Context: an optimization exercise on an open-source flow, tuned for small area. The choices shown serve that exercise and are no tape-out recipe.
Where RTL was checked, it was by simulation tests only, not by an equivalence proof against the original.
Only the layout flow was run in run 7; the RTL was not checked for function there.
The clock input has no modelled driver; a real chip could not lean on it and would need a root buffer or a full tree.
Power figures rest on the tool's default switching activity, not on a simulated workload.

==> flow/design.v <==
module recursive_ma_fir(
	input logic clk, input logic reset_n,
	input  logic signed [15:0] d,
	output logic signed [15:0] q_8tap,
	output logic signed [15:0] q_rma
	);
	localparam int SK = 14;
	localparam int YK = 11;
	logic [15:0] del [6:0];
	logic [15:0] n7;     
	integer i;
	logic [2:0] cnt;
	always_ff@(posedge clk)
		if (reset_n == 1'b0)
			cnt <= 3'd0;
		else if (cnt != 3'd7)
			cnt <= cnt + 3'd1;
	logic m;
	assign m = reset_n & (cnt == 3'd7);
	logic [15:0] n6;     
	assign n6 = ~({16{m}} & del[6]);
	always_ff@(posedge clk) begin
		del[0] <= d;
		for (i = 1; i <= 6; i = i+1)
			del[i] <= del[i-1];
		n7 <= n6;
	end
	genvar g;
	logic [SK-1:0]  s_lo;      
	logic [18:SK]   s_hi;      
	logic           s_c;       
	logic [18:0]    s;         
	logic [19:SK] ic;
	assign ic[SK] = s_c;
	generate for (g = SK; g < 18; g = g + 1) begin : s_inc
		rma_ha u (.a(s_hi[g]), .b(ic[g]), .s(s[g]), .co(ic[g+1]));
	end endgenerate
	assign s[18] = s_hi[18] ^ ic[18];
	assign s[SK-1:0] = s_lo;
	logic [15:0] db, nb;
	assign db = {~d[15], d[14:0]};
	assign nb = {~n7[15], n7[14:0]};
	logic [15:0] ss, sk;
	generate for (g = 0; g < 16; g = g + 1) begin : s_csa
		rma_fa u (.a(s[g]), .b(db[g]), .c(nb[g]), .s(ss[g]), .co(sk[g]));
	end endgenerate
	logic [SK:0]   lc;
	logic [SK-1:0] lo_n;
	assign lo_n[0] = ~ss[0];
	assign lc[1]   = ss[0];
	generate for (g = 1; g < SK; g = g + 1) begin : s_lo_cpa
		rma_fa u (.a(ss[g]), .b(sk[g-1]), .c(lc[g]), .s(lo_n[g]), .co(lc[g+1]));
	end endgenerate
	logic [16:SK]  hc;
	logic [18:SK]  hi_n;
	rma_ha h0 (.a(ss[SK]), .b(sk[SK-1]), .s(hi_n[SK]), .co(hc[SK+1]));
	generate for (g = SK + 1; g < 16; g = g + 1) begin : s_hi_cpa
		rma_fa u (.a(ss[g]), .b(sk[g-1]), .c(hc[g]), .s(hi_n[g]), .co(hc[g+1]));
	end endgenerate
	assign hi_n[18:16] = s[18:16] + {2'b00, sk[15]} + {2'b00, hc[16]} + 3'b111;
	always_ff@(posedge clk)
		if (reset_n == 1'b0) begin
			s_lo <= '0;
			s_hi <= '0;
			s_c  <= 1'b0;
		end else begin
			s_lo <= lo_n;
			s_hi <= hi_n;
			s_c  <= lc[SK];
		end
	assign q_8tap = s[18:3];
	logic [YK-1:0] y_lo;      
	logic [15:YK]  y_hi;      
	logic          y_c;       
	logic [15:0]   y;         
	logic [16:YK] jc;
	assign jc[YK] = y_c;
	generate for (g = YK; g < 15; g = g + 1) begin : y_inc
		rma_ha u (.a(y_hi[g]), .b(jc[g]), .s(y[g]), .co(jc[g+1]));
	end endgenerate
	assign y[15] = y_hi[15] ^ jc[15];
	assign y[YK-1:0] = y_lo;
	logic c1, c2, c3;
	assign c1 = d[0] | n6[0];
	assign c2 = (d[1] & n6[1]) | (d[1] & c1) | (n6[1] & c1);
	assign c3 = (d[2] & n6[2]) | (d[2] & c2) | (n6[2] & c2);
	logic [12:0] ya, yb, ys, yk;
	assign ya = {~d[15], d[14:3]};
	assign yb = {~n6[15], n6[14:3]};
	generate for (g = 0; g < 13; g = g + 1) begin : y_csa
		rma_fa u (.a(y[g]), .b(ya[g]), .c(yb[g]), .s(ys[g]), .co(yk[g]));
	end endgenerate
	logic [YK:1]   yc;
	logic [YK-1:0] ylo_n;
	rma_ha y0 (.a(ys[0]), .b(c3), .s(ylo_n[0]), .co(yc[1]));
	generate for (g = 1; g < YK; g = g + 1) begin : y_lo_cpa
		rma_fa u (.a(ys[g]), .b(yk[g-1]), .c(yc[g]), .s(ylo_n[g]), .co(yc[g+1]));
	end endgenerate
	logic [13:YK]  yh;
	logic [15:YK]  yhi_n;
	rma_ha y1 (.a(ys[YK]), .b(yk[YK-1]), .s(yhi_n[YK]), .co(yh[YK+1]));
	generate for (g = YK + 1; g < 13; g = g + 1) begin : y_hi_cpa
		rma_fa u (.a(ys[g]), .b(yk[g-1]), .c(yh[g]), .s(yhi_n[g]), .co(yh[g+1]));
	end endgenerate
	assign yhi_n[15:13] = y[15:13] + {2'b00, yk[12]} + {2'b00, yh[13]} + 3'b111;
	always_ff@(posedge clk)
		if (reset_n == 1'b0) begin
			y_lo <= '0;
			y_hi <= '0;
			y_c  <= 1'b0;
		end else begin
			y_lo <= ylo_n;
			y_hi <= yhi_n;
			y_c  <= yc[YK];
		end
	assign q_rma = y;
endmodule
module rma_fa(input logic a, input logic b, input logic c, output logic s, output logic co);
	assign s  = a ^ b ^ c;
	assign co = (a & b) | (a & c) | (b & c);
endmodule
module rma_ha(input logic a, input logic b, output logic s, output logic co);
	assign s  = a ^ b;
	assign co = a & b;
endmodule
==> flow/flow/run.sh <==
#!/bin/bash
# The standard layout (standard.sh, standard synthesis unchanged) with
# two changes: the port buffers are buf_1 instead of the flow's default
# delay buffer, and clock tree synthesis inserts no dummy loads and uses a
# smaller clock buffer. The full make output goes to flow.log here.
set -euo pipefail
bash standard.sh \
  "BUFFER_PORTS_ARGS=-buffer_cell sky130_fd_sc_hd__buf_1" \
  "CTS_ARGS=-sink_clustering_enable -repair_clock_nets -dont_use_dummy_load -buf_list sky130_fd_sc_hd__clkbuf_8 -sink_clustering_size 40 -sink_clustering_max_diameter 150" \
  finish > flow.log 2>&1
==> flow/standard.sh <==
#!/bin/bash
# synth_recipe.tcl (not shown) runs the flow's synth.tcl, then flattens the netlist and writes it again
# the make line also repeats each setting of config.mk as NAME=value (left out here)
make -C /OpenROAD-flow-scripts/flow DESIGN_CONFIG=/design/flow/config.mk WORK_HOME=/design/flow/orfs CLKGATE_MAP_FILE= SYNTH_SCRIPT=/design/flow/synth_recipe.tcl "${@:-finish}"
==> flow/config.mk <==
export PLATFORM = sky130hd
export DESIGN_NAME = recursive_ma_fir
export DESIGN_NICKNAME = recursive_ma_fir
export VERILOG_FILES = /design/flow/design.v
export SDC_FILE = /design/flow/constraint.sdc
export NUM_CORES = 4
export LEC_CHECK = 0
export CAP_MARGIN = 20
export CORE_MARGIN = 2
export CORE_UTILIZATION = 65
export PLACE_DENSITY = 0.75
export SLEW_MARGIN = 20
export SYNTH_HIERARCHICAL = 1
export SYNTH_MINIMUM_KEEP_SIZE = 0
==> flow/constraint.sdc <==
create_clock -name core_clock -period 7.0 [get_ports {clk}]
set_input_delay 1.4000 -clock core_clock [delete_from_list [all_inputs] [get_ports {clk}]]
set_output_delay 1.4000 -clock core_clock [all_outputs]
set_load 0.01 [all_outputs]
==> flow_summary.yaml, run 1 <==
global_routing:
  grt_pass1_wl_um: 11900
  antenna_found_initial: 0
  grt_pass1_vias: 2578
  grt_max_degree: 41
  grt_overflow: 0
  grt.total_usage_pct: 18.3
yosys:
  avgSynthCellArea_um2: 15.5
  synth_fp_nets: 436
  yosysSeqAreaShare_pct: 62.9
  ys_warn_count: 8
  netlist_instances: 345
  ys_types: 18
  syn_area_mm2: 0.00534
  ys_ff_latch: 168
clocking:
  cts_sinks: 168
  cts_root_buf: "clkbuf_8"
  clockBufferDepth: 2
  clkLatencyLatePin_ns: 0.42
  htree_levels: 4
  post_cts_buffers: 0
  path_clk_slew_ns: 0.08
  cts_hold_buf: 0
  tritoncts: "done"
  cts_buffers: 17
floorplanning:
  dieArea_mm2: 0.00896
  num_rows: 33
  coreArea_mm2: 0.00809
  die_h_um: 94.7
  die_w_um: 94.7
  start_util_pct: 66.0
  pin_count: 50
placement:
  postPlaceCellArea_mm2: 0.00554
  hpwl_um: 5220
  gp_congestion: 0.714
  io_buffers: 49
final_layout:
  fin_nets: 486
  drive_above_1_share_pct: 7.12
  nFillCells: 584
  final_common_cell: "dfxtp_1"
  syn_to_final_growth_pct: 8.10
  fin_area_mm2: 0.00578
  multi_input_area_mm2: 0.00179
  regArea_mm2: 0.00336
  n_antenna_cell: 0
  layout_common_cells: "dfxtp_1 (168), fa_1 (52), buf_1 (48)"
worst_hold_path:
  worst_hold_path_type: "reg -> reg"
  holdPathStages: 0
  worstHoldStart: "del[0][6]"
timing:
  tightest_slew_ns: 0.352
  slew_headroom_pct: 76.6
  period_share_pct: 97.4
  final-setup-viol-count: 0
  report.final.slew_viol_count: 0
  period_needed_ns: 6.82
  fmax_mhz: 147
  grt_setup_unrepaired: "no"
  fin_skew_ns: 0.0340
  hold_viol_final: 0
route:
  wire_per_inst_um: 13.9
  drt_wl_total_um: 6920
  drtAntennaViolNets: 0
  drt_iter0_drc: 26
  drc: 0
  dr_total_vias: 2328
  via_per_inst: 4.67
  drt-pass1-iter-count: 3
critical_path:
  endpoint: "s_lo[13]"
  cpMostUsedCell: "fa_1"
  cp_num_buf_inv: 1
  slowest_delay_ns: 0.50
  crit_start: "d[0]"
  rr_endpoint: "s_lo[13]"
  r2r-start: "s_lo[1]"
  rr_worst_depth: 15
  worst_ep_arrival_time_ns: 7.11
  crit_type: "in -> reg"
  crit_slowest_cell: "fa_1"
  worst-endpoint-required_ns: 7.29
  reg2reg_setup_slack_ns: 0.91
  worstSetupPathDepth: 16
  worst-path-max-fanout: 3
  crit_chain: "clkbuf_2, fa_1, fa_2, fa_1, fa_1, fa_1, fa_1, fa_1, fa_1, fa_1, fa_1, fa_2, fa_2, fa_2, fa_1, and2_1"
  startpoint_type: "primary input"
  crit_path_end_kind: "flop"
  crit_family: "adder cells"
pwr:
  ir_drop_mv: 0.332
  p_total_w: 0.00228
  p_leak_nw: 2.35
  p_per_area_mw_per_mm2: 394
outcome:
  outcome: "complete, no violations"
run:
  drv_cap: 0
-- Yosys stat by module (local to each module, per instance) --
| module | cells | area [um2] | flip-flops and latches | copies in the design |
|---|---|---|---|---|
| recursive_ma_fir | 280 | 4130 | 168 | 1 |
| rma_ha | 1 | 12.5 | 0 | 11 |
| rma_fa | 1 | 20.0 | 0 | 54 |
-- cell type report --
type                            instances  area share, %
Timing Repair Buffer                   53           3.73
Clock buffer                           17           4.05
Tap cell                              105           2.27
Inverter                               12          0.780
Multi-Input combinational cell        143           31.0
Sequential cell                       168           58.2
-- synthesized netlist by cell type --
library cell  number  area, um2
dfxtp_1          168       3360
fa_1              56       1120
and2_1            34        213
buf_4             17        128
ha_1              17        213
nand2_1           16       60.1
inv_1             12       45.0
nor2b_1            7       43.8
clkbuf_1           4       15.0
xnor2_1            3       26.3
mux2i_1            2       20.0
xor2_1             2       17.5
xor2_2             2       32.5
a21boi_0           1       7.51
buf_8              1       15.0
nand2b_1           1       6.26
o221ai_1           1       8.76
o2bb2ai_1          1       8.76
-- sequential cells by signal, summed over array words and instances, names as in the netlist --
signal and cells:
cnt 3, del 112, n7 16, s_c 1
s_hi 5, s_lo 14, y_c 1, y_hi 5
y_lo 11
-- logic make-up after synthesis --
logic type	synth area share (%)
AO/OA/AOI/OAI	0.468
XOR/XNOR	1.43
adder cells (fa/ha/maj)	25.0
buffers and inverters	3.79
flip-flops	62.9
multiplexers	0.375
AND/OR/NAND/NOR	6.04
-- report_power, final --
| group | switching [W] | total, W | internal (W) |
|---|---|---|---|
| clock network | 0.000266 | 0.000481 | 0.000215 |
| registers | 0.0000693 | 0.00115 | 0.00108 |
| logic | 0.000326 | 0.000645 | 0.000318 |
-- worst reg2reg max path, delay by kind of cell (launching register included) --
family | cells | cell delay [ns]
AND/OR/NAND/NOR | 1 | 0.15
flip-flops | 1 | 0.32
adder cells (fa/ha/maj) | 14 | 5.51
-- stage by stage --
step / setup TNS [ns] / utilization, % / hold WS [ns] / std cells / setup slack, ns
final: 0 / 71.4 / 0.301 / 498 / 0.181
after global placement: -0.429 / 68.5 / 0.310 / 481 / -0.251
after CTS: 0 / 71.4 / 0.303 / 498 / 0.136
after global routing: 0 / 71.4 / 0.309 / 498 / 0.00426
after detailed placement: -0.549 / 68.5 / 0.312 / 481 / -0.309
after floorplan: 0 / - / 0.310 / 345 / 0.00189
-- layer usage --
metal	global-route usage (%)	wire length, um	vias up
met5	0	0	-
met4	6.16	64	0
met3	6.23	273	7
met2	29.6	3490	39
met1	23.3	3090	1158
li1	-	-	1124
-- worst min path at each step --
stage,endpoint,slack (ns)
floorplan,del[1][0],0.31
global placement,del[2][13],0.31
detailed placement,del[1][6],0.31
CTS,del[1][6],0.30
global route,del[1][6],0.31
finish,del[1][6],0.30
-- timing repair --
item                       CTS  global route
hold endpoints to repair     0             0
gates resized for setup      0             1
setup endpoints to repair    0             2
==> inputs of run 2 (changes only) <==
--- a/flow/flow/run.sh
+++ b/flow/flow/run.sh
@@ -6,5 +6,5 @@
 set -euo pipefail
 bash standard.sh \
   "BUFFER_PORTS_ARGS=-buffer_cell sky130_fd_sc_hd__buf_1" \
-  "CTS_ARGS=-sink_clustering_enable -repair_clock_nets -dont_use_dummy_load -buf_list sky130_fd_sc_hd__clkbuf_8 -sink_clustering_size 40 -sink_clustering_max_diameter 150" \
+  "CTS_ARGS=-sink_clustering_enable -repair_clock_nets -dont_use_dummy_load -buf_list {sky130_fd_sc_hd__clkbuf_4 sky130_fd_sc_hd__clkbuf_8}" \
   finish > flow.log 2>&1
==> run 2 against run 1 <==
Against the previous run:
- core utilization stayed put
- still clean on timing, DRC and antenna
- clock power barely moved
- largest cell class unchanged
- final cell count unchanged
- wire length did not move
- setup slack is the same
==> flow_summary.yaml, run 2 <==
critical_path:
  worst-path-max-fanout: 3
  worst_ep_arrival_time_ns: 7.11
  worst-endpoint-required_ns: 7.29
  startpoint_type: "primary input"
  rr_worst_depth: 15
  crit_path_end_kind: "flop"
  crit_type: "in -> reg"
placement:
  postPlaceCellArea_mm2: 0.00554
  gp_congestion: 0.714
  hpwl_um: 5220
  io_buffers: 49
yosys:
  yosysSeqAreaShare_pct: 62.9
  synth-edff-count: 0
  synth_top_area_cell: "dfxtp_1"
  syn_area_mm2: 0.00534
  ys_types: 18
  synth_fp_nets: 436
  ys_ff_latch: 168
  synth_top_area_share_pct: 62.9
  yosysMostFrequentCell: "dfxtp_1"
  avgSynthCellArea_um2: 15.5
  netlist_instances: 345
  async_flop_share_pct: 0
  synth_common_cells: "dfxtp_1 (168), fa_1 (56), and2_1 (34)"
  ys_warn_count: 8
  synth_area_leaders: "dfxtp_1 (63%), fa_1 (21%), and2_1 (4.0%), ha_1 (4.0%), buf_4 (2.4%)"
  synthFlopType: "dfxtp_1"
timing:
  fmax_mhz: 147
  holdWs_ns: 0.301
  report.final.slew_viol_count: 0
  period_share_pct: 97.4
  fin_tns_setup_ns: 0
  fin_skew_ns: 0.0340
  slew_headroom_pct: 76.6
  grt_setup_unrepaired: "no"
  final-setup-viol-count: 0
  hold_viol_final: 0
  period_needed_ns: 6.82
  tightest_slew_ns: 0.352
global_routing:
  grt.total_usage_pct: 18.3
  grt_overflow: 0
  antenna_found_initial: 0
  grt_max_degree: 41
  grt_pass1_vias: 2578
  grt_pass1_wl_um: 11900
pwr:
  p_leak_nw: 2.35
  p_total_w: 0.00228
  ir_drop_mv: 0.332
  p_per_area_mw_per_mm2: 394
final_layout:
  largest_reg_flops: 112
  syn_to_final_growth_pct: 8.10
  regArea_mm2: 0.00336
  layout_common_cells: "dfxtp_1 (168), fa_1 (52), buf_1 (48)"
  largest_register: "del"
  n_antenna_cell: 0
  fin_area_mm2: 0.00578
  top_regs: "del: 112 flops, n7: 16 flops, s_lo: 14 flops"
  multi_input_area_mm2: 0.00179
  nFillCells: 584
  drive_above_1_share_pct: 7.12
  fin_nets: 486
  final_common_cell: "dfxtp_1"
route:
  drt_iter0_drc: 26
  drc: 0
  via_per_inst: 4.67
  drtAntennaViolNets: 0
  wire_per_inst_um: 13.9
  drt_wl_total_um: 6920
  dr_total_vias: 2328
  drt-pass1-iter-count: 3
clocking:
  cts_buffers: 17
  cts_root_buf: "clkbuf_8"
  cts_resized: 0
  htree_levels: 4
  clkLatencyLatePin_ns: 0.42
  clockBufferDepth: 2
  cts_sinks: 168
  cts_hold_buf: 0
  path_clk_slew_ns: 0.08
  post_cts_buffers: 0
  tritoncts: "done"
floorplanning:
  die_w_um: 94.7
  start_util_pct: 66.0
  die_h_um: 94.7
  pin_count: 50
  num_rows: 33
  coreArea_mm2: 0.00809
  dieArea_mm2: 0.00896
worst_hold_path:
  holdPathStages: 0
  worst_hold_path_type: "reg -> reg"
outcome:
  outcome: "complete, no violations"
run:
  drv_cap: 0
## run 2: cell counts after synthesis
Identical to the previous run, type by type.
## run 2: per-layer routing
metal,vias to the layer above,routed length (um),track usage [%]
li1,1124,-,-
met1,1158,3090,23.3
met2,39,3490,29.6
met3,7,273,6.23
met4,0,64,6.16
met5,-,0,0
## run 2: worst max-delay path, stage by stage
cell and delay (ns):
clkbuf_2 0.12, fa_1 0.50, fa_2 0.36, fa_1 0.39, fa_1 0.40, fa_1 0.40, fa_1 0.39, fa_1 0.39
fa_1 0.39, fa_1 0.38, fa_1 0.39, fa_2 0.35, fa_2 0.34, fa_2 0.34, fa_1 0.42, and2_1 0.15
## run 2: cells by family (layout without fill, tap and decap cells)
family | Yosys count | count (layout) | share of synthesized area, %
flip-flops | 168 | 168 | 62.9
adder cells (fa/ha/maj) | 73 | 73 | 25.0
XOR/XNOR | 7 | 7 | 1.43
AND/OR/NAND/NOR | 58 | 58 | 6.04
AO/OA/AOI/OAI | 3 | 3 | 0.468
multiplexers | 2 | 2 | 0.375
buffers and inverters | 34 | 82 | 3.79
## run 2: through the flow
stage | std cells | util [%] | setup WS (ns)
2_1_floorplan | 345 | - | 0.00189
3_3_place_gp | 481 | 68.5 | -0.251
3_5_place_dp | 481 | 68.5 | -0.309
4_1_cts | 498 | 71.4 | 0.136
5_1_grt | 498 | 71.4 | 0.00426
6_report | 498 | 71.4 | 0.181
## run 2: final timing paths
check / start / to / slack (ns)
setup / recovery: d[0] / s_lo[13] / 0.18
hold / removal: del[0][6] / del[1][6] / 0.30
setup reg to reg: s_lo[1] / s_lo[13] / 0.91
hold reg to reg: del[0][6] / del[1][6] / 0.30
## run 2: per-module statistics from Yosys (local to each module, per instance)
| module | cells | times used |
|---|---|---|
| recursive_ma_fir | 280 | 1 |
| rma_fa | 1 | 54 |
| rma_ha | 1 | 11 |
## run 2: power by group
part | total, W | internal [W] | switching [W]
Clock | 0.000481 | 0.000215 | 0.000266
Sequential | 0.00115 | 0.00108 | 0.0000693
Combinational | 0.000645 | 0.000318 | 0.000326
Total | 0.00228 | 0.00161 | 0.000662
## run 2: final cells by class
class,instances,area share (%)
repair buffers,53,3.73
clock buffers,17,4.05
flip-flops and latches,168,58.2
inverters,12,0.780
multi-input cells,143,31.0
well taps,105,2.27
==> inputs of run 3 (changes only) <==
--- a/flow/flow/run.sh
+++ b/flow/flow/run.sh
@@ -6,5 +6,5 @@
 set -euo pipefail
 bash standard.sh \
   "BUFFER_PORTS_ARGS=-buffer_cell sky130_fd_sc_hd__buf_1" \
-  "CTS_ARGS=-sink_clustering_enable -repair_clock_nets -dont_use_dummy_load -buf_list {sky130_fd_sc_hd__clkbuf_4 sky130_fd_sc_hd__clkbuf_8}" \
+  "CTS_ARGS=-sink_clustering_enable -repair_clock_nets -dont_use_dummy_load -buf_list sky130_fd_sc_hd__clkbuf_8 -sink_clustering_levels 1 -sink_clustering_size 30 -sink_clustering_max_diameter 300" \
   finish > flow.log 2>&1
==> run 3 against run 2 <==
Against the previous run:
- critical endpoint unchanged
- still clean on timing, DRC and antenna
- core utilization unchanged
- setup slack unchanged
- clock skew unchanged
- sequential power about the same
- largest cell class unchanged
- hold slack unchanged
- register-to-register slack about the same
- sequential cell count unchanged
- fmax unchanged
- global-route usage unchanged
==> flow_summary.yaml, run 3 <==
global_routing:
  grt_pass1_wl_um: 11900
  grt_overflow: 0
  antenna_found_initial: 0
  grt_pass1_vias: 2578
  grt.total_usage_pct: 18.3
  grt_max_degree: 41
route:
  via_per_inst: 4.67
  drt-pass1-iter-count: 3
  wire_per_inst_um: 13.9
  dr_total_vias: 2328
  drt_iter0_drc: 26
  drt_wl_total_um: 6920
  drtAntennaViolNets: 0
  drc: 0
floorplanning:
  dieArea_mm2: 0.00896
  coreArea_mm2: 0.00809
  die_h_um: 94.7
  pin_count: 50
  start_util_pct: 66.0
  num_rows: 33
  die_w_um: 94.7
final_layout:
  multi_input_area_mm2: 0.00179
  layout_common_cells: "dfxtp_1 (168), fa_1 (52), buf_1 (48)"
  largest_register: "del"
  fin_nets: 486
  final_common_cell: "dfxtp_1"
  n_antenna_cell: 0
  largest_reg_flops: 112
  fin_area_mm2: 0.00578
  regArea_mm2: 0.00336
  nFillCells: 584
  drive_above_1_share_pct: 7.12
  syn_to_final_growth_pct: 8.10
  top_regs: "del: 112 flops, n7: 16 flops, s_lo: 14 flops"
timing:
  slew_headroom_pct: 76.6
  period_share_pct: 97.4
  fin_skew_ns: 0.0340
  holdWs_ns: 0.301
  tightest_slew_ns: 0.352
  report.final.slew_viol_count: 0
  fmax_mhz: 147
  hold_viol_final: 0
  grt_setup_unrepaired: "no"
  final-setup-viol-count: 0
  fin_tns_setup_ns: 0
  period_needed_ns: 6.82
  layout_setup_ws_ns: 0.181
yosys:
  synthSimpleGateAreaFrac_pct: 6.04
  avgSynthCellArea_um2: 15.5
  synth_xor_area_share_pct: 1.43
  ys_ff_latch: 168
  synth-compound-area-share_pct: 0.468
  synth_top_area_share_pct: 62.9
  yosysSeqAreaShare_pct: 62.9
  ys_warn_count: 8
  ys_types: 18
  synthFlopType: "dfxtp_1"
  synth_common_cells: "dfxtp_1 (168), fa_1 (56), and2_1 (34)"
  syn_area_mm2: 0.00534
  netlist_instances: 345
  synth_fp_nets: 436
  yosysMostFrequentCell: "dfxtp_1"
  synth_area_leaders: "dfxtp_1 (63%), fa_1 (21%), and2_1 (4.0%), ha_1 (4.0%), buf_4 (2.4%)"
  async_flop_share_pct: 0
  synth_fa_ha_area_share_pct: 25.0
  synth_top_area_cell: "dfxtp_1"
  muxShareOfSynthArea_pct: 0.375
  synth_top_family_by_area: "adder cells"
  synth-edff-count: 0
critical_path:
  worst-path-max-fanout: 3
  worst_ep_arrival_time_ns: 7.11
  crit_type: "in -> reg"
  startpoint_type: "primary input"
  worst-endpoint-required_ns: 7.29
  crit_path_end_kind: "flop"
run:
  drv_cap: 0
pwr:
  ir_drop_mv: 0.332
  p_total_w: 0.00228
  p_leak_nw: 2.35
  p_per_area_mw_per_mm2: 394
clocking:
  post_cts_buffers: 0
  cts_resized: 0
  path_clk_slew_ns: 0.08
  cts_buffers: 17
  tritoncts: "done"
  htree_levels: 4
  cts_root_buf: "clkbuf_8"
  cts_hold_buf: 0
  clkLatencyLatePin_ns: 0.42
  cts_sinks: 168
  clockBufferDepth: 2
placement:
  hpwl_um: 5220
  io_buffers: 49
  gp_congestion: 0.714
  dpl_worst_slack_ns: -0.309
  postPlaceCellArea_mm2: 0.00554
outcome:
  outcome: "complete, no violations"
worst_hold_path:
  worst_hold_path_type: "reg -> reg"
run 3: cell counts after synthesis:
No cell type changed its count.
run 3: final timing paths:
path | start | to | slack, ns | cells past startpoint
worst max-delay path | d[0] | s_lo[13] | 0.18 | 16
worst min-delay path | del[0][6] | del[1][6] | 0.30 | 0
worst max register to register | s_lo[1] | s_lo[13] | 0.91 | 15
worst min register to register | del[0][6] | del[1][6] | 0.30 | 0
run 3: power breakdown:
part           internal, W  switching, W
registers          0.00108     0.0000693
logic             0.000318      0.000326
clock network     0.000215      0.000266
run 3: Yosys stat by module, one instance, submodules excluded:
module,area (um2),flops+latches
rma_fa,20.0,0
rma_ha,12.5,0
recursive_ma_fir,4130,168
run 3: metrics by stage:
stage,utilization [%],cells
after floorplan,-,345
after global placement,68.5,481
after detailed placement,68.5,481
after CTS,71.4,498
after global routing,71.4,498
final,71.4,498
run 3: logic make-up (layout without fill, tap and decap cells):
kind of cell             count (synthesis)  in the layout
XOR/XNOR                                 7              7
adder cells (fa/ha/maj)                 73             73
buffers and inverters                   34             82
flip-flops                             168            168
AO/OA/AOI/OAI                            3              3
AND/OR/NAND/NOR                         58             58
multiplexers                             2              2
run 3: per-layer routing:
metal / up-vias / routed length, um / track usage [%]
met5: - / 0 / 0
met4: 0 / 64 / 6.16
met3: 7 / 273 / 6.23
met2: 39 / 3490 / 29.6
met1: 1158 / 3090 / 23.3
li1: 1124 / - / -
run 3: layout make-up:
cell class              instances  share of cell area [%]
multi-input cells             143                    31.0
clock buffers                  17                    4.05
flip-flops and latches        168                    58.2
inverters                      12                   0.780
well taps                     105                    2.27
repair buffers                 53                    3.73
run 3: worst max-delay path: stages:
cell and delay, ns:
clkbuf_2 0.12, fa_1 0.50, fa_2 0.36, fa_1 0.39, fa_1 0.40, fa_1 0.40, fa_1 0.39, fa_1 0.39
fa_1 0.39, fa_1 0.38, fa_1 0.39, fa_2 0.35, fa_2 0.34, fa_2 0.34, fa_1 0.42, and2_1 0.15
==> inputs of run 4 (changes only) <==
==> flow/flow/run.sh (replaced) <==
#!/bin/bash
# The standard layout (standard.sh, with the standard synthesis unchanged)
# with three changes:
# * the port buffers are buf_1 instead of the flow's default delay buffer;
# * clock tree synthesis inserts no dummy loads and builds with clkbuf_8;
# * after CTS, flow/clock_trim.tcl merges and downsizes leaf clock buffers
#   while every flip-flop clock pin keeps its slew well under the limit.
# The full make output goes to flow.log in the work folder; ORFS keeps each
# step's own log under orfs/logs.
set -euo pipefail
here=$(pwd)
bash standard.sh \
  "BUFFER_PORTS_ARGS=-buffer_cell sky130_fd_sc_hd__buf_1" \
  "CTS_ARGS=-sink_clustering_enable -repair_clock_nets -dont_use_dummy_load -buf_list sky130_fd_sc_hd__clkbuf_8" \
  "POST_CTS_TCL=$here/flow/clock_trim.tcl" \
  finish > flow.log 2>&1
==> flow/flow/clock_trim.tcl (new file) <==
set block [ord::get_db_block]
set max_sinks 24
set slew_limit 0.110
if {[info exists ::env(CLK_MERGE_MAX_SINKS)]} { set max_sinks $::env(CLK_MERGE_MAX_SINKS) }
if {[info exists ::env(CLK_SLEW_LIMIT)]} { set slew_limit $::env(CLK_SLEW_LIMIT) }

proc leaf_sinks {inst} {
  set out {}
  foreach it [[[$inst findITerm X] getNet] getITerms] {
    if {[$it isInputSignal]} { lappend out $it }
  }
  return $out
}
proc sink_centre {sinks} {
  set x 0; set y 0
  foreach it $sinks {
    set b [[$it getInst] getBBox]
    set x [expr {$x + ([$b xMin] + [$b xMax]) / 2}]
    set y [expr {$y + ([$b yMin] + [$b yMax]) / 2}]
  }
  set n [llength $sinks]
  return [list [expr {$x / $n}] [expr {$y / $n}]]
}
proc worst_sink_slew {inst} {
  set w 0
  foreach it [leaf_sinks $inst] {
    set s [get_property [get_pins [[$it getInst] getName]/[[$it getMTerm] getName]] slew_max]
    if {$s > $w} { set w $s }
  }
  return $w
}
proc move_to_centre {inst} {
  lassign [sink_centre [leaf_sinks $inst]] cx cy
  $inst setLocation [expr {int($cx)}] [expr {int($cy)}]
  $inst setPlacementStatus PLACED
}

# leaf buffers: clock buffers that drive flip-flop clock pins
set leaves {}
foreach inst [$block getInsts] {
  if {![string match sky130_fd_sc_hd__clkbuf_* [[$inst getMaster] getName]]} { continue }
  set ff 0
  foreach it [leaf_sinks $inst] { if {[[$it getMTerm] getName] eq "CLK"} { set ff 1 } }
  if {$ff} { lappend leaves $inst }
}
puts "clock trim: [llength $leaves] leaf buffers"
estimate_parasitics -placement

# candidate pairs, nearest first
set pairs {}
foreach a $leaves {
  lassign [sink_centre [leaf_sinks $a]] ax ay
  foreach b $leaves {
    if {[$a getId] >= [$b getId]} { continue }
    lassign [sink_centre [leaf_sinks $b]] bx by
    lappend pairs [list [expr {abs($ax - $bx) + abs($ay - $by)}] $a $b]
  }
}
set pairs [lsort -real -index 0 $pairs]
set used {}
foreach p $pairs {
  lassign $p dd a b
  if {[lsearch -exact $used $a] >= 0 || [lsearch -exact $used $b] >= 0} { continue }
  set sa [leaf_sinks $a]
  set sb [leaf_sinks $b]
  if {[llength $sa] + [llength $sb] > $max_sinks} { continue }
  set anet [[$a findITerm X] getNet]
  set bnet [[$b findITerm X] getNet]
  set aloc [$a getLocation]
  foreach it $sb { $it disconnect; $it connect $anet }
  move_to_centre $a
  estimate_parasitics -placement
  set w [worst_sink_slew $a]
  if {$w > $slew_limit} {
    foreach it $sb { $it disconnect; $it connect $bnet }
    $a setLocation [lindex $aloc 0] [lindex $aloc 1]
    estimate_parasitics -placement
    continue
  }
  lappend used $a $b
  set bname [$b getName]
  [$b findITerm A] disconnect
  [$b findITerm X] disconnect
  odb::dbInst_destroy $b
  odb::dbNet_destroy $bnet
  puts "clock trim: merged $bname into [$a getName] ([llength [leaf_sinks $a]] sinks, slew $w)"
}
detailed_placement
estimate_parasitics -placement

foreach inst [$block getInsts] {
  if {![string match sky130_fd_sc_hd__clkbuf_* [[$inst getMaster] getName]]} { continue }
  set ff 0
  foreach it [leaf_sinks $inst] { if {[[$it getMTerm] getName] eq "CLK"} { set ff 1 } }
  if {!$ff} { continue }
  set keep [[$inst getMaster] getName]
  foreach cand {sky130_fd_sc_hd__clkbuf_4 sky130_fd_sc_hd__clkbuf_2} {
    replace_cell [$inst getName] $cand
    estimate_parasitics -placement
    if {[worst_sink_slew $inst] <= $slew_limit} { set keep $cand } else { break }
  }
  replace_cell [$inst getName] $keep
  estimate_parasitics -placement
  puts "clock trim: [$inst getName] $keep [llength [leaf_sinks $inst]] sinks, worst slew [worst_sink_slew $inst]"
}
detailed_placement
estimate_parasitics -placement
==> run 4 against run 3 <==
Against the previous run:
- sequential cell count unchanged
- global-route usage is 0.23 points lower
- fmax increased by 0.18%
- clock power shrank 14%
- combinational power hardly changed
- clock skew is 0.0018 ns lower
- clock-buffer cell count decreased by 4
- design area is 1.2% lower
- register-to-register slack improved by 0.04 ns
- area after synthesis did not move
- wire length increased by 0.16%
- sequential share of layout area grew 0.69 points
==> flow_summary.yaml, run 4 <==
yosys:
  syn_area_mm2: 0.00534
  synth_area_leaders: "dfxtp_1 (63%), fa_1 (21%), and2_1 (4.0%), ha_1 (4.0%), buf_4 (2.4%)"
  netlist_instances: 345
  async_flop_share_pct: 0
  synth_top_area_cell: "dfxtp_1"
  synth-edff-count: 0
  yosysMostFrequentCell: "dfxtp_1"
  synth_fp_nets: 436
  avgSynthCellArea_um2: 15.5
  synth_common_cells: "dfxtp_1 (168), fa_1 (56), and2_1 (34)"
  yosysSeqAreaShare_pct: 62.9
  ys_warn_count: 8
  synthFlopType: "dfxtp_1"
  ys_ff_latch: 168
  ys_types: 18
  synth_top_area_share_pct: 62.9
critical_path:
  crit_path_end_kind: "flop"
  worst_ep_arrival_time_ns: 7.11
  reg2reg_setup_slack_ns: 0.95
  r2r-start: "n7[1]"
  slowest_delay_ns: 0.50
  worst-endpoint-required_ns: 7.30
  crit_chain: "clkbuf_2, fa_1, fa_2, fa_1, fa_1, fa_1, fa_1, fa_1, fa_1, fa_1, fa_1, fa_2, fa_2, fa_2, fa_1, and2_1"
  crit_slowest_cell: "fa_1"
  cpMostUsedCell: "fa_1"
  rr_endpoint: "s_lo[13]"
  worst-path-max-fanout: 3
  startpoint_type: "primary input"
  rr_worst_depth: 15
  crit_type: "in -> reg"
timing:
  fmax_mhz: 147
  period_needed_ns: 6.81
  layout_setup_ws_ns: 0.193
  grt_setup_unrepaired: "no"
  fin_skew_ns: 0.0322
  period_share_pct: 97.2
  fin_tns_setup_ns: 0
  slew_headroom_pct: 76.3
  hold_viol_final: 0
  report.final.slew_viol_count: 0
  final-setup-viol-count: 0
  holdWs_ns: 0.298
  tightest_slew_ns: 0.356
final_layout:
  fin_area_mm2: 0.00571
  top_regs: "del: 112 flops, n7: 16 flops, s_lo: 14 flops"
  fin_nets: 482
  largest_reg_flops: 112
  nFillCells: 593
  final_cells: 494
  final_common_cell: "dfxtp_1"
  syn_to_final_growth_pct: 6.84
  drive_above_1_share_pct: 6.17
  largest_register: "del"
  n_antenna_cell: 0
  layout_common_cells: "dfxtp_1 (168), fa_1 (52), buf_1 (48)"
pwr:
  p_leak_nw: 2.31
  clkPwrFrac_pct: 18.7
  internal-power_w: 0.00155
  p_sw_w: 0.000654
  swShare_pct: 29.6
  p_per_area_mw_per_mm2: 387
  p_seq_share_pct: 52.0
  ir_drop_mv: 0.265
  power_frac_comb_pct: 29.3
worst_hold_path:
  worstHoldStart: "del[4][0]"
  holdPathStages: 0
  worst_hold_path_type: "reg -> reg"
  holdPathEnd: "del[5][0]"
floorplanning:
  start_util_pct: 66.0
  dieArea_mm2: 0.00896
  num_rows: 33
  die_w_um: 94.7
  pin_count: 50
  die_h_um: 94.7
  coreArea_mm2: 0.00809
placement:
  dpl.cell_count: 481
  dpl_worst_slack_ns: -0.309
  hpwl_um: 5220
  io_buffers: 49
  postPlaceCellArea_mm2: 0.00554
  gp_congestion: 0.714
route:
  drt-pass1-iter-count: 4
  dr_total_vias: 2315
  via_per_inst: 4.69
  wire_per_inst_um: 14.0
  drtAntennaViolNets: 0
  drt_iter0_drc: 30
  drt_wl_total_um: 6930
  drc: 0
global_routing:
  antenna_found_initial: 0
  grt_pass1_wl_um: 11800
  grt_pass1_vias: 2537
  grt_overflow: 0
  grt.total_usage_pct: 18.1
  grt_max_degree: 41
clocking:
  path_clk_slew_ns: 0.11
  cts_sinks: 168
  clkLatencyLatePin_ns: 0.39
outcome:
  outcome: "complete, no violations"
run:
  drv_cap: 0
run 4: cell counts after synthesis:
Identical to the previous run, type by type.
run 4: metal layers:
layer | part of all wire (%) | global-route usage (%) | vias up
met2 | 50 | 29.1 | 35
met3 | 3.7 | 5.99 | 7
met5 | 0 | 0 | -
met4 | 0.76 | 5.43 | 0
li1 | - | - | 1118
met1 | 45 | 23.6 | 1155
run 4: worst max path at each step:
stage	startpoint	end	slack, ns	depth (start not counted)
after detailed placement	d[0]	s_lo[13]	-0.31	16
final	d[0]	s_lo[13]	0.19	16
after floorplan	d[1]	s_lo[13]	0.002	15
after global routing	d[0]	s_lo[13]	0.02	16
after global placement	d[0]	s_lo[13]	-0.25	16
run 4: worst max-delay path: cells and delay by family:
kind,cells,cell delay (ns)
adders and majority gates,14,5.44
buffers and inverters,1,0.12
and+or+nand+nor,1,0.16
run 4: logic make-up after synthesis:
logic type,Yosys count,share of synthesized area [%]
compound gates,3,0.468
xor+xnor,7,1.43
fa+ha+maj,73,25.0
buf+inv,34,3.79
flops,168,62.9
mux,2,0.375
simple gates,58,6.04
run 4: power by group through the flow:
stage	logic, W	registers, W	clock network (W)
after floorplan	0.000527	0.00117	0
after global placement	0.000626	0.00117	0
after detailed placement	0.000662	0.00117	0
after global routing	0.000785	0.00117	0.000457
final	0.000646	0.00115	0.000413
run 4: final cells by class:
type | count | area (um2) | area share, %
timing repair buffer | 53 | 215 | 3.77
tap | 105 | 131 | 2.30
clock buffer | 13 | 166 | 2.91
multi-input combinational | 143 | 1790 | 31.3
sequential | 168 | 3360 | 58.9
inverter | 12 | 45.0 | 0.789
run 4: through the flow:
| step | utilization [%] | total power, W |
|---|---|---|
| after floorplan | - | 0.00169 |
| after global placement | 68.5 | 0.00180 |
| after detailed placement | 68.5 | 0.00184 |
| after global routing | 70.5 | 0.00241 |
| final | 70.5 | 0.00221 |
run 4: per-module statistics from Yosys (local to each module, per instance):
module | area (um2) | copies in the design
rma_ha | 12.5 | 11
rma_fa | 20.0 | 54
recursive_ma_fir | 4130 | 1
==> inputs of run 5 (changes only) <==
--- a/flow/design.v
+++ b/flow/design.v
@@ -5,7 +5,7 @@
 	output logic signed [15:0] q_rma
 	);
 	localparam int SK = 14;
-	localparam int YK = 11;
+	localparam int YK = 12;
 	logic [15:0] del [6:0];
 	logic [15:0] n7;     
 	integer i;
==> run 5 against run 4 <==
Against the previous run:
- global-route usage up 1.0 points
- synthesized cell count down 0.29%
- design area shrank 0.18%
- final cell count is 0.20% higher
- sequential cell count is the same
- clock skew about the same
- die area decreased by 0.22%
- power about the same
- sequential power about the same
- register-to-register slack got worse by 0.55 ns
==> flow_summary.yaml, run 5 <==
outcome:
  outcome: "complete, no violations"
critical_path:
  crit_path_end_kind: "flop"
  cpMostUsedCell: "fa_1"
  reg2reg_setup_slack_ns: 0.40
  worst-endpoint-required_ns: 7.31
  slowest_delay_ns: 0.47
  crit_type: "in -> reg"
  crit_chain: "buf_1, and2_1, nand2_1, fa_1, ha_1, fa_1, fa_1, fa_1, fa_1, fa_1, fa_1, fa_1, fa_1, fa_1, fa_1, fa_1, and2_1"
  crit_family: "adder cells"
  worst-path-max-fanout: 4
  cp_num_buf_inv: 1
  worst_ep_arrival_time_ns: 7.20
  crit_slowest_cell: "fa_1"
  startpoint_type: "primary input"
timing:
  tightest_slew_ns: 0.357
  holdWs_ns: 0.308
  period_share_pct: 98.4
  hold_viol_final: 0
  report.final.slew_viol_count: 0
  slew_headroom_pct: 76.2
  period_needed_ns: 6.89
  layout_setup_ws_ns: 0.110
  final-setup-viol-count: 0
  fin_skew_ns: 0.0323
  grt_setup_unrepaired: "no"
  fmax_mhz: 145
final_layout:
  top_regs: "del: 112 flops, n7: 16 flops, s_lo: 14 flops"
  largest_reg_flops: 112
  drive_above_1_share_pct: 6.67
  nFillCells: 582
  layout_common_cells: "dfxtp_1 (168), fa_1 (52), buf_1 (48)"
  n_antenna_cell: 0
  final_common_cell: "dfxtp_1"
  largest_register: "del"
  syn_to_final_growth_pct: 6.90
  multi_input_area_mm2: 0.00178
  regArea_mm2: 0.00336
  fin_nets: 482
yosys:
  ys_types: 18
  netlist_instances: 344
  synth-edff-count: 0
  synth_top_area_cell: "dfxtp_1"
  synth_top_area_share_pct: 63.1
  synth_common_cells: "dfxtp_1 (168), fa_1 (56), and2_1 (34)"
  yosysSeqAreaShare_pct: 63.1
  synth_area_leaders: "dfxtp_1 (63%), fa_1 (21%), and2_1 (4.0%), ha_1 (3.8%), buf_4 (2.4%)"
  async_flop_share_pct: 0
  synthFlopType: "dfxtp_1"
  syn_area_mm2: 0.00533
  synth_fp_nets: 434
  ys_ff_latch: 168
  yosysMostFrequentCell: "dfxtp_1"
  avgSynthCellArea_um2: 15.5
  ys_warn_count: 8
clocking:
  cts_sinks: 168
  path_clk_slew_ns: 0.11
  clkLatencyLatePin_ns: 0.41
route:
  wire_per_inst_um: 14.4
  via_per_inst: 4.76
  drt_wl_total_um: 7130
  drt-pass1-iter-count: 4
  drt_iter0_drc: 49
  dr_total_vias: 2355
  drtAntennaViolNets: 0
  drc: 0
global_routing:
  grt.total_usage_pct: 19.1
  grt_use_met1_pct: 25.3
  met3_usage_pct: 5.83
  antenna_found_initial: 0
  top_usage_layer: "met2"
  grt_pass1_wl_um: 12200
  grt_max_degree: 41
  grt_overflow: 0
  met2_usage_pct: 27.9
  grt_pass1_vias: 2586
placement:
  gp_congestion: 0.735
  io_buffers: 49
  dpl_worst_slack_ns: -0.324
  hpwl_um: 5250
floorplanning:
  die_w_um: 94.6
  num_rows: 33
  pin_count: 50
  dieArea_mm2: 0.00894
  die_h_um: 94.6
  coreArea_mm2: 0.00809
  start_util_pct: 65.9
run:
  drv_cap: 0
worst_hold_path:
  worst_hold_path_type: "reg -> reg"
pwr:
  p_leak_nw: 2.30
  ir_drop_mv: 0.225
  p_per_area_mw_per_mm2: 387
run 5: cell types whose count changed after synthesis, sizes merged:
| cell | change |
|---|---|
| ha | -1 |
run 5: metrics by stage:
stage	std cells	instance area [um2]	TNS (ns)	power [W]	utilization (%)
floorplan	344	5340	0	0.00169	-
global placement	482	5540	-0.516	0.00180	68.5
detailed placement	482	5540	-1.11	0.00184	68.5
global route	495	5700	0	0.00241	70.4
finish	495	5700	0	0.00221	70.4
run 5: kinds of logic (layout without fill, tap and decap cells):
| group | Yosys count | count (layout) | synth area share [%] |
|---|---|---|---|
| simple gates | 58 | 58 | 6.05 |
| xor+xnor | 7 | 7 | 1.43 |
| buf+inv | 34 | 80 | 3.80 |
| flops | 168 | 168 | 63.1 |
| mux | 2 | 2 | 0.376 |
| fa+ha+maj | 72 | 72 | 24.8 |
| compound gates | 3 | 3 | 0.469 |
run 5: modules after synthesis (local to each module, per instance):
module | cell area, um2 | times used
recursive_ma_fir | 4130 | 1
rma_fa | 20.0 | 54
rma_ha | 12.5 | 10
run 5: layer usage:
layer / part of all wire (%) / routed length (um)
met5: 0 / 0
met1: 46 / 3270
met2: 46 / 3290
met3: 4.4 / 314
met4: 3.5 / 253
run 5: path summary, 6_finish.rpt:
kind         startpoint        end  cells after the start
min reg2reg   del[0][4]  del[1][4]                      0
max reg2reg      cnt[0]   y_lo[11]                     18
min           del[0][4]  del[1][4]                      0
max             reset_n   y_lo[11]                     17
run 5: layout make-up:
| class | instances | area share [%] |
|---|---|---|
| sequential | 168 | 59.0 |
| inverter | 12 | 0.790 |
| tap | 105 | 2.31 |
| multi-input combinational | 142 | 31.2 |
| clock buffer | 13 | 2.70 |
| timing repair buffer | 55 | 4.04 |
run 5: where the power goes:
group | switching, W | internal [W] | total [W]
clock | 0.000261 | 0.000143 | 0.000403
combinational | 0.000330 | 0.000321 | 0.000651
sequential | 0.0000714 | 0.00108 | 0.00115
total | 0.000662 | 0.00154 | 0.00221
run 5: worst reg2reg max path: stages (launching register included):
cell     delay [ns]
dfxtp_1        0.35
ha_1           0.16
ha_1           0.28
and2_1         0.25
nand2_1        0.13
fa_1           0.47
ha_1           0.24
fa_1           0.40
fa_1           0.43
fa_1           0.40
fa_1           0.39
fa_1           0.41
fa_1           0.40
fa_1           0.39
fa_1           0.39
fa_1           0.39
fa_1           0.41
fa_1           0.46
and2_1         0.18
==> inputs of run 6 (changes only) <==
--- a/flow/flow/clock_trim.tcl
+++ b/flow/flow/clock_trim.tcl
@@ -1,6 +1,6 @@
 set block [ord::get_db_block]
 set max_sinks 24
-set slew_limit 0.110
+set slew_limit 0.115
 if {[info exists ::env(CLK_MERGE_MAX_SINKS)]} { set max_sinks $::env(CLK_MERGE_MAX_SINKS) }
 if {[info exists ::env(CLK_SLEW_LIMIT)]} { set slew_limit $::env(CLK_SLEW_LIMIT) }
 
@@ -46,44 +46,63 @@
 puts "clock trim: [llength $leaves] leaf buffers"
 estimate_parasitics -placement
 
-# candidate pairs, nearest first
-set pairs {}
-foreach a $leaves {
-  lassign [sink_centre [leaf_sinks $a]] ax ay
-  foreach b $leaves {
-    if {[$a getId] >= [$b getId]} { continue }
-    lassign [sink_centre [leaf_sinks $b]] bx by
-    lappend pairs [list [expr {abs($ax - $bx) + abs($ay - $by)}] $a $b]
+proc current_leaves {block} {
+  set out {}
+  foreach inst [$block getInsts] {
+    if {![string match sky130_fd_sc_hd__clkbuf_* [[$inst getMaster] getName]]} { continue }
+    set ff 0
+    foreach it [leaf_sinks $inst] { if {[[$it getMTerm] getName] eq "CLK"} { set ff 1 } }
+    if {$ff} { lappend out $inst }
   }
+  return $out
 }
-set pairs [lsort -real -index 0 $pairs]
-set used {}
-foreach p $pairs {
-  lassign $p dd a b
-  if {[lsearch -exact $used $a] >= 0 || [lsearch -exact $used $b] >= 0} { continue }
-  set sa [leaf_sinks $a]
-  set sb [leaf_sinks $b]
-  if {[llength $sa] + [llength $sb] > $max_sinks} { continue }
-  set anet [[$a findITerm X] getNet]
-  set bnet [[$b findITerm X] getNet]
-  set aloc [$a getLocation]
-  foreach it $sb { $it disconnect; $it connect $anet }
-  move_to_centre $a
-  estimate_parasitics -placement
-  set w [worst_sink_slew $a]
-  if {$w > $slew_limit} {
-    foreach it $sb { $it disconnect; $it connect $bnet }
-    $a setLocation [lindex $aloc 0] [lindex $aloc 1]
+
+# merge rounds: in each round, candidate pairs are tried nearest first
+set merged_any 1
+while {$merged_any} {
+  set merged_any 0
+  set leaves [current_leaves $block]
+  # candidate pairs, nearest first
+  set pairs {}
+  foreach a $leaves {
+    lassign [sink_centre [leaf_sinks $a]] ax ay
+    foreach b $leaves {
+      if {[$a getId] >= [$b getId]} { continue }
+      lassign [sink_centre [leaf_sinks $b]] bx by
+      lappend pairs [list [expr {abs($ax - $bx) + abs($ay - $by)}] $a $b]
+    }
+  }
+  set pairs [lsort -real -index 0 $pairs]
+  set used {}
+  foreach p $pairs {
+    lassign $p dd a b
+    if {[lsearch -exact $used $a] >= 0 || [lsearch -exact $used $b] >= 0} { continue }
+    set sa [leaf_sinks $a]
+    set sb [leaf_sinks $b]
+    if {[llength $sa] + [llength $sb] > $max_sinks} { continue }
+    set anet [[$a findITerm X] getNet]
+    set bnet [[$b findITerm X] getNet]
+    set aloc [$a getLocation]
+    foreach it $sb { $it disconnect; $it connect $anet }
+    move_to_centre $a
     estimate_parasitics -placement
-    continue
+    set w [worst_sink_slew $a]
+    if {$w > $slew_limit} {
+      foreach it $sb { $it disconnect; $it connect $bnet }
+      $a setLocation [lindex $aloc 0] [lindex $aloc 1]
+      estimate_parasitics -placement
+      continue
+    }
+    lappend used $a $b
+    set merged_any 1
+    set bname [$b getName]
+    [$b findITerm A] disconnect
+    [$b findITerm X] disconnect
+    odb::dbInst_destroy $b
+    odb::dbNet_destroy $bnet
+    puts "clock trim: merged $bname into [$a getName] ([llength [leaf_sinks $a]] sinks, slew $w)"
   }
-  lappend used $a $b
-  set bname [$b getName]
-  [$b findITerm A] disconnect
-  [$b findITerm X] disconnect
-  odb::dbInst_destroy $b
-  odb::dbNet_destroy $bnet
-  puts "clock trim: merged $bname into [$a getName] ([llength [leaf_sinks $a]] sinks, slew $w)"
+
 }
 detailed_placement
 estimate_parasitics -placement
==> run 6 against run 5 <==
Against the previous run:
- non-clock buffer count stayed put
- clock skew is 0.0029 ns higher
- power hardly changed
- wire length is 0.15% higher
- largest power group unchanged
- synthesized cell count stayed put
- critical path depth stayed put
- register-to-register slack hardly changed
- final cell count is 0.20% lower
- critical endpoint unchanged
- area after synthesis stayed put
- still clean on timing, DRC and antenna
- highest routed layer unchanged
==> flow_summary.yaml, run 6 <==
outcome:
  outcome: "complete, no violations"
yosys:
  ys_warn_count: 8
  synth-compound-area-share_pct: 0.469
  synthFlopType: "dfxtp_1"
  synth_common_cells: "dfxtp_1 (168), fa_1 (56), and2_1 (34)"
  synth_top_family_by_area: "adder cells"
  synth_area_leaders: "dfxtp_1 (63%), fa_1 (21%), and2_1 (4.0%), ha_1 (3.8%), buf_4 (2.4%)"
  yosysMostFrequentCell: "dfxtp_1"
  synth-edff-count: 0
  synth_xor_area_share_pct: 1.43
  ys_ff_latch: 168
  async_flop_share_pct: 0
  synthSimpleGateAreaFrac_pct: 6.05
  synth_top_area_share_pct: 63.1
  synth_fp_nets: 434
  avgSynthCellArea_um2: 15.5
  ys_types: 18
  muxShareOfSynthArea_pct: 0.375
  synth_top_area_cell: "dfxtp_1"
  yosysSeqAreaShare_pct: 63.1
  netlist_instances: 344
  syn_area_mm2: 0.00533
  synth_fa_ha_area_share_pct: 24.8
global_routing:
  grt_pass1_vias: 2573
  grt.total_usage_pct: 19.0
  antenna_found_initial: 0
  grt_max_degree: 41
  grt_overflow: 0
  grt_pass1_wl_um: 12200
run:
  drv_cap: 0
timing:
  hold_viol_final: 0
  period_needed_ns: 6.89
  period_share_pct: 98.5
  grt_setup_unrepaired: "no"
  tightest_slew_ns: 0.361
  fmax_mhz: 145
  layout_setup_ws_ns: 0.105
  report.final.slew_viol_count: 0
  final-setup-viol-count: 0
  fin_skew_ns: 0.0352
  fin_tns_setup_ns: 0
  slew_headroom_pct: 75.9
critical_path:
  crit_start: "reset_n"
  r2r-start: "cnt[0]"
  rr_worst_depth: 18
  worstSetupPathDepth: 17
  endpoint: "y_lo[11]"
  worst-endpoint-required_ns: 7.31
  cp_num_buf_inv: 1
  crit_slowest_cell: "fa_1"
  slowest_delay_ns: 0.48
  cpMostUsedCell: "fa_1"
  worst-path-max-fanout: 4
  crit_type: "in -> reg"
  startpoint_type: "primary input"
  worst_ep_arrival_time_ns: 7.20
  crit_family: "adder cells"
  reg2reg_setup_slack_ns: 0.40
  crit_chain: "buf_1, and2_1, nand2_1, fa_1, ha_1, fa_1, fa_1, fa_1, fa_1, fa_1, fa_1, fa_1, fa_1, fa_1, fa_1, fa_1, and2_1"
  rr_endpoint: "y_lo[11]"
  crit_path_end_kind: "flop"
pwr:
  ir_drop_mv: 0.223
  p_per_area_mw_per_mm2: 387
  p_leak_nw: 2.30
final_layout:
  n_antenna_cell: 0
  syn_to_final_growth_pct: 6.88
  top_regs: "del: 112 flops, n7: 16 flops, s_lo: 14 flops"
  drive_above_1_share_pct: 6.43
  largest_register: "del"
  final_common_cell: "dfxtp_1"
  largest_reg_flops: 112
  fin_nets: 481
  layout_common_cells: "dfxtp_1 (168), fa_1 (52), buf_1 (48)"
route:
  drt_wl_total_um: 7140
  wire_per_inst_um: 14.5
  drc: 0
  via_per_inst: 4.75
  drt_iter0_drc: 48
  drtAntennaViolNets: 0
  dr_total_vias: 2348
  drt-pass1-iter-count: 4
worst_hold_path:
  worst_hold_path_type: "reg -> reg"
placement:
  hpwl_um: 5250
  io_buffers: 49
  dpl_worst_slack_ns: -0.324
  gp_congestion: 0.735
clocking:
  cts_sinks: 168
  clkLatencyLatePin_ns: 0.41
  path_clk_slew_ns: 0.11
floorplanning:
  die_h_um: 94.6
  start_util_pct: 65.9
  die_w_um: 94.6
  pin_count: 50
  num_rows: 33
  coreArea_mm2: 0.00809
  dieArea_mm2: 0.00894
run 6: cell counts after synthesis:
No cell type changed its count.
run 6: where the power goes:
group	leakage (nW)	total [W]	switching (W)	internal, W
clock	0.0811	0.000401	0.000259	0.000142
combinational	0.814	0.000652	0.000330	0.000321
sequential	1.41	0.00115	0.0000711	0.00108
run 6: cells by family after synthesis:
logic type / count (synthesis)
flip-flops: 168
adder cells (fa/ha/maj): 72
AND/OR/NAND/NOR: 58
buffers and inverters: 34
XOR/XNOR: 7
AO/OA/AOI/OAI: 3
multiplexers: 2
run 6: through the flow:
| stage | util [%] | instance area [um2] | total power (W) | hold slack, ns | instances |
|---|---|---|---|---|---|
| floorplan | - | 5340 | 0.00169 | 0.310 | 344 |
| global placement | 68.5 | 5540 | 0.00180 | 0.310 | 482 |
| detailed placement | 68.5 | 5540 | 0.00184 | 0.312 | 482 |
| global route | 70.4 | 5700 | 0.00240 | 0.314 | 494 |
| finish | 70.4 | 5700 | 0.00220 | 0.305 | 494 |
run 6: area by class of cell:
| cell class | instances | area, um2 |
|---|---|---|
| Inverter | 12 | 45.0 |
| Clock buffer | 12 | 153 |
| Multi-Input combinational cell | 142 | 1780 |
| Sequential cell | 168 | 3360 |
| Fill cell | 581 | 2390 |
| Tap cell | 105 | 131 |
| Timing Repair Buffer | 55 | 230 |
run 6: worst min-delay path by stage:
stage                         start  cells past startpoint  slack (ns)        end
after floorplan           del[0][0]                      0        0.31  del[1][0]
after global placement    del[0][7]                      0        0.31  del[1][7]
after detailed placement  del[1][0]                      0        0.31  del[2][0]
after global routing      del[0][4]                      0        0.31  del[1][4]
final                     del[0][4]                      0        0.31  del[1][4]
run 6: per-layer routing:
metal,part of all wire (%),global-route usage [%],routed length [um],up-vias
li1,-,-,-,1113
met1,46,25.3,3250,1170
met2,47,28.2,3390,45
met3,3.9,5.35,280,20
met4,3.1,11.1,224,0
met5,0,0,0,-
run 6: modules after synthesis, one instance, submodules excluded:
| module | area (um2) | flops+latches | cells inside | times used |
|---|---|---|---|---|
| recursive_ma_fir | 4130 | 168 | 280 | 1 |
| rma_fa | 20.0 | 0 | 1 | 54 |
| rma_ha | 12.5 | 0 | 1 | 10 |
==> inputs of run 7 (changes only) <==
--- a/flow/design.v
+++ b/flow/design.v
@@ -9,14 +9,25 @@
 	logic [15:0] del [6:0];
 	logic [15:0] n7;     
 	integer i;
-	logic [2:0] cnt;
+	logic [2:0] st, st_n;
+	always_comb
+		case (st)
+			3'b000:  st_n = 3'b111;
+			3'b111:  st_n = 3'b001;
+			3'b001:  st_n = 3'b101;
+			3'b101:  st_n = 3'b100;
+			3'b100:  st_n = 3'b110;
+			3'b110:  st_n = 3'b010;
+			3'b010:  st_n = 3'b011;
+			default: st_n = 3'b011;
+		endcase
 	always_ff@(posedge clk)
 		if (reset_n == 1'b0)
-			cnt <= 3'd0;
-		else if (cnt != 3'd7)
-			cnt <= cnt + 3'd1;
+			st <= 3'd0;
+		else
+			st <= st_n;
 	logic m;
-	assign m = reset_n & (cnt == 3'd7);
+	assign m = reset_n & (st == 3'b011);
 	logic [15:0] n6;     
 	assign n6 = ~({16{m}} & del[6]);
 	always_ff@(posedge clk) begin
==> run 7 against run 6 <==
Against the previous run:
- still clean on timing, DRC and antenna
- die area fell by 0.60%
- non-clock buffer count did not move
- sequential cell count did not move
- sequential share of layout area rose by 0.26 points
- area after synthesis fell by 0.63%
- via count fell by 2.2%
- power rose by 1.9%
- highest routed layer unchanged
==> flow_summary.yaml, run 7 <==
yosys:
  yosysMostFrequentCell: "dfxtp_1"
  ys_ff_latch: 168
  synth_top_area_cell: "dfxtp_1"
  synth_top_area_share_pct: 63.5
  synth-edff-count: 0
  synth_area_leaders: "dfxtp_1 (63%), fa_1 (21%), and2_1 (3.9%), ha_1 (3.3%), buf_4 (2.3%)"
  async_flop_share_pct: 0
  synthFlopType: "dfxtp_1"
  synth_common_cells: "dfxtp_1 (168), fa_1 (56), and2_1 (33)"
  netlist_instances: 341
  avgSynthCellArea_um2: 15.5
  synth_fp_nets: 429
  syn_area_mm2: 0.00530
  ys_types: 19
  ys_warn_count: 8
  yosysSeqAreaShare_pct: 63.5
run:
  drv_cap: 0
timing:
  final-setup-viol-count: 0
  hold_viol_final: 0
  report.final.slew_viol_count: 0
  tightest_slew_ns: 0.357
  fmax_mhz: 146
  period_share_pct: 97.6
  slew_headroom_pct: 76.2
  fin_tns_setup_ns: 0
  grt_setup_unrepaired: "no"
  fin_skew_ns: 0.0262
  period_needed_ns: 6.83
route:
  drt_wl_total_um: 7200
  dr_total_vias: 2297
  drt_iter0_drc: 51
  drc: 0
  via_per_inst: 4.70
  drt-pass1-iter-count: 4
  wire_per_inst_um: 14.7
  drtAntennaViolNets: 0
placement:
  gp_congestion: 0.779
  dpl.cell_count: 477
  io_buffers: 49
  hpwl_um: 5280
critical_path:
  worst-path-max-fanout: 2
  worst_ep_arrival_time_ns: 7.13
  worst-endpoint-required_ns: 7.30
  crit_type: "in -> reg"
  crit_family: "adder cells"
  startpoint_type: "primary input"
  reg2reg_setup_slack_ns: 0.95
  crit_slowest_cell: "fa_1"
  slowest_delay_ns: 0.50
  cpMostUsedCell: "fa_1"
  rr_worst_depth: 15
  crit_chain: "buf_1, fa_1, fa_2, fa_1, fa_2, fa_1, fa_1, fa_1, fa_1, fa_1, fa_1, fa_2, fa_2, fa_2, fa_1, and2_1"
  r2r-start: "s_lo[1]"
  crit_path_end_kind: "flop"
  rr_endpoint: "s_lo[13]"
  cp_num_buf_inv: 1
pwr:
  p_leak_nw: 2.28
  p_per_area_mw_per_mm2: 396
  ir_drop_mv: 0.291
worst_hold_path:
  holdPathStages: 0
  worst_hold_path_type: "reg -> reg"
  worstHoldStart: "del[1][14]"
  holdPathEnd: "del[2][14]"
final_layout:
  drive_above_1_share_pct: 6.98
  fin_util_pct: 72.7
  largest_reg_flops: 112
  fin_nets: 477
  layout_common_cells: "dfxtp_1 (168), fa_1 (51), buf_1 (49)"
  largest_register: "del"
  final_common_cell: "dfxtp_1"
  n_antenna_cell: 0
  final_cells: 489
  top_regs: "del: 112 flops, n7: 16 flops, s_lo: 14 flops"
  syn_to_final_growth_pct: 7.09
clocking:
  path_clk_slew_ns: 0.11
  clkLatencyLatePin_ns: 0.39
  cts_sinks: 168
floorplanning:
  die_w_um: 94.3
  num_rows: 32
  die_h_um: 94.3
  dieArea_mm2: 0.00889
  coreArea_mm2: 0.00781
  start_util_pct: 67.9
  pin_count: 50
global_routing:
  grt_overflow: 0
  grt_pass1_wl_um: 12200
  grt_pass1_vias: 2538
  grt_max_degree: 41
  antenna_found_initial: 0
  grt.total_usage_pct: 19.1
outcome:
  outcome: "complete, no violations"
run 7: worst register-to-register path, cell delays in order, from the launching register on:
cell and delay (ns):
dfxtp_1 0.33, fa_1 0.51, fa_2 0.41, fa_1 0.40, fa_2 0.36, fa_1 0.38, fa_1 0.38, fa_1 0.40
fa_1 0.40, fa_1 0.38, fa_1 0.39, fa_2 0.35, fa_2 0.34, fa_2 0.34, fa_1 0.43, and2_1 0.17
run 7: worst max path at each step:
stage / startpoint / endpoint / cells past startpoint
detailed placement: d[0] / s_lo[13] / 16
finish: d[1] / s_lo[13] / 16
global route: d[1] / s_lo[13] / 16
global placement: d[0] / s_lo[13] / 16
floorplan: d[1] / s_lo[13] / 15
run 7: power breakdown:
part           switching, W  leakage [nW]  internal (W)
clock              0.000257        0.0811      0.000143
combinational      0.000350         0.792      0.000339
sequential        0.0000736          1.41       0.00108
run 7: stage by stage:
stage | instance area, um2 | power (W) | hold WS (ns) | setup WS (ns)
final | 5670 | 0.00224 | 0.307 | 0.169
after global routing | 5670 | 0.00244 | 0.298 | 0.00778
after detailed placement | 5520 | 0.00187 | 0.312 | -0.339
after global placement | 5520 | 0.00183 | 0.310 | -0.259
after floorplan | 5310 | 0.00171 | 0.310 | 0.00189
run 7: per-layer routing:
layer  GRT usage [%]  wire (um)  up-vias
li1                -          -     1107
met1            25.5       3260     1143
met2            30.5       3560       38
met3            5.62        293        9
met4            5.80         87        0
met5               0          0        -
run 7: cells by family after synthesis:
group	after synthesis	share of synthesized area, %
compound gates	5	0.756
xor+xnor	6	1.28
simple gates	60	6.47
flops	168	63.5
fa+ha+maj	70	24.5
buf+inv	32	3.54
run 7: final cells by class:
class / count / area (um2)
Multi-Input combinational cell: 141 / 1760
Clock buffer: 12 / 153
Sequential cell: 168 / 3360
Tap cell: 102 / 128
Fill cell: 534 / 2130
Inverter: 11 / 41.3
Timing Repair Buffer: 55 / 229
run 7: Yosys stat by module, one instance, submodules excluded:
module | times used | flops+latches | cells | area, um2
rma_fa | 54 | 0 | 1 | 20.0
rma_ha | 10 | 0 | 1 | 12.5
recursive_ma_fir | 1 | 168 | 277 | 4090

## what the ideal ports hide
The flow's constraints put no driver on any port. The routed layouts listed below were extracted and timed again, unchanged, in two steps.
Step 1 assumes that a clkbuf_16 drives the clock port and a buf_2 every other input.
Step 2 moves the port delays by t, midway between the first and last clock arrival at a register: inputs arrive t later, outputs are due t later. That takes back most of the time a late clock gives input paths.
Slacks: ideal ports / drivers / drivers and shift; pairs: ideal ports / drivers.
run | t (ns) | setup WS [ns] | hold slack, ns | worst register clock-pin slew, ns | worst data-port slew with drivers (ns)
run 1 | 0.439 | 0.181 / 0.188 / -0.250 | 0.301 / 0.301 / 0.301 | 0.09 / 0.09 | 0.03
run 2 | 0.439 | 0.181 / 0.188 / -0.250 | 0.301 / 0.301 / 0.301 | 0.09 / 0.09 | 0.03
run 3 | 0.439 | 0.181 / 0.188 / -0.250 | 0.301 / 0.301 / 0.301 | 0.09 / 0.09 | 0.03
run 4 | 0.408 | 0.193 / 0.200 / -0.208 | 0.298 / 0.298 / 0.298 | 0.11 / 0.11 | 0.03
run 5 | 0.426 | 0.110 / 0.117 / -0.309 | 0.308 / 0.308 / 0.308 | 0.11 / 0.11 | 0.04
run 6 | 0.424 | 0.105 / 0.113 / -0.311 | 0.305 / 0.305 / 0.305 | 0.11 / 0.11 | 0.04
run 7 | 0.412 | 0.169 / 0.178 / -0.234 | 0.307 / 0.307 / 0.307 | 0.11 / 0.11 | 0.03
With both steps, setup timing fails in every run listed, where it was met with ideal ports.
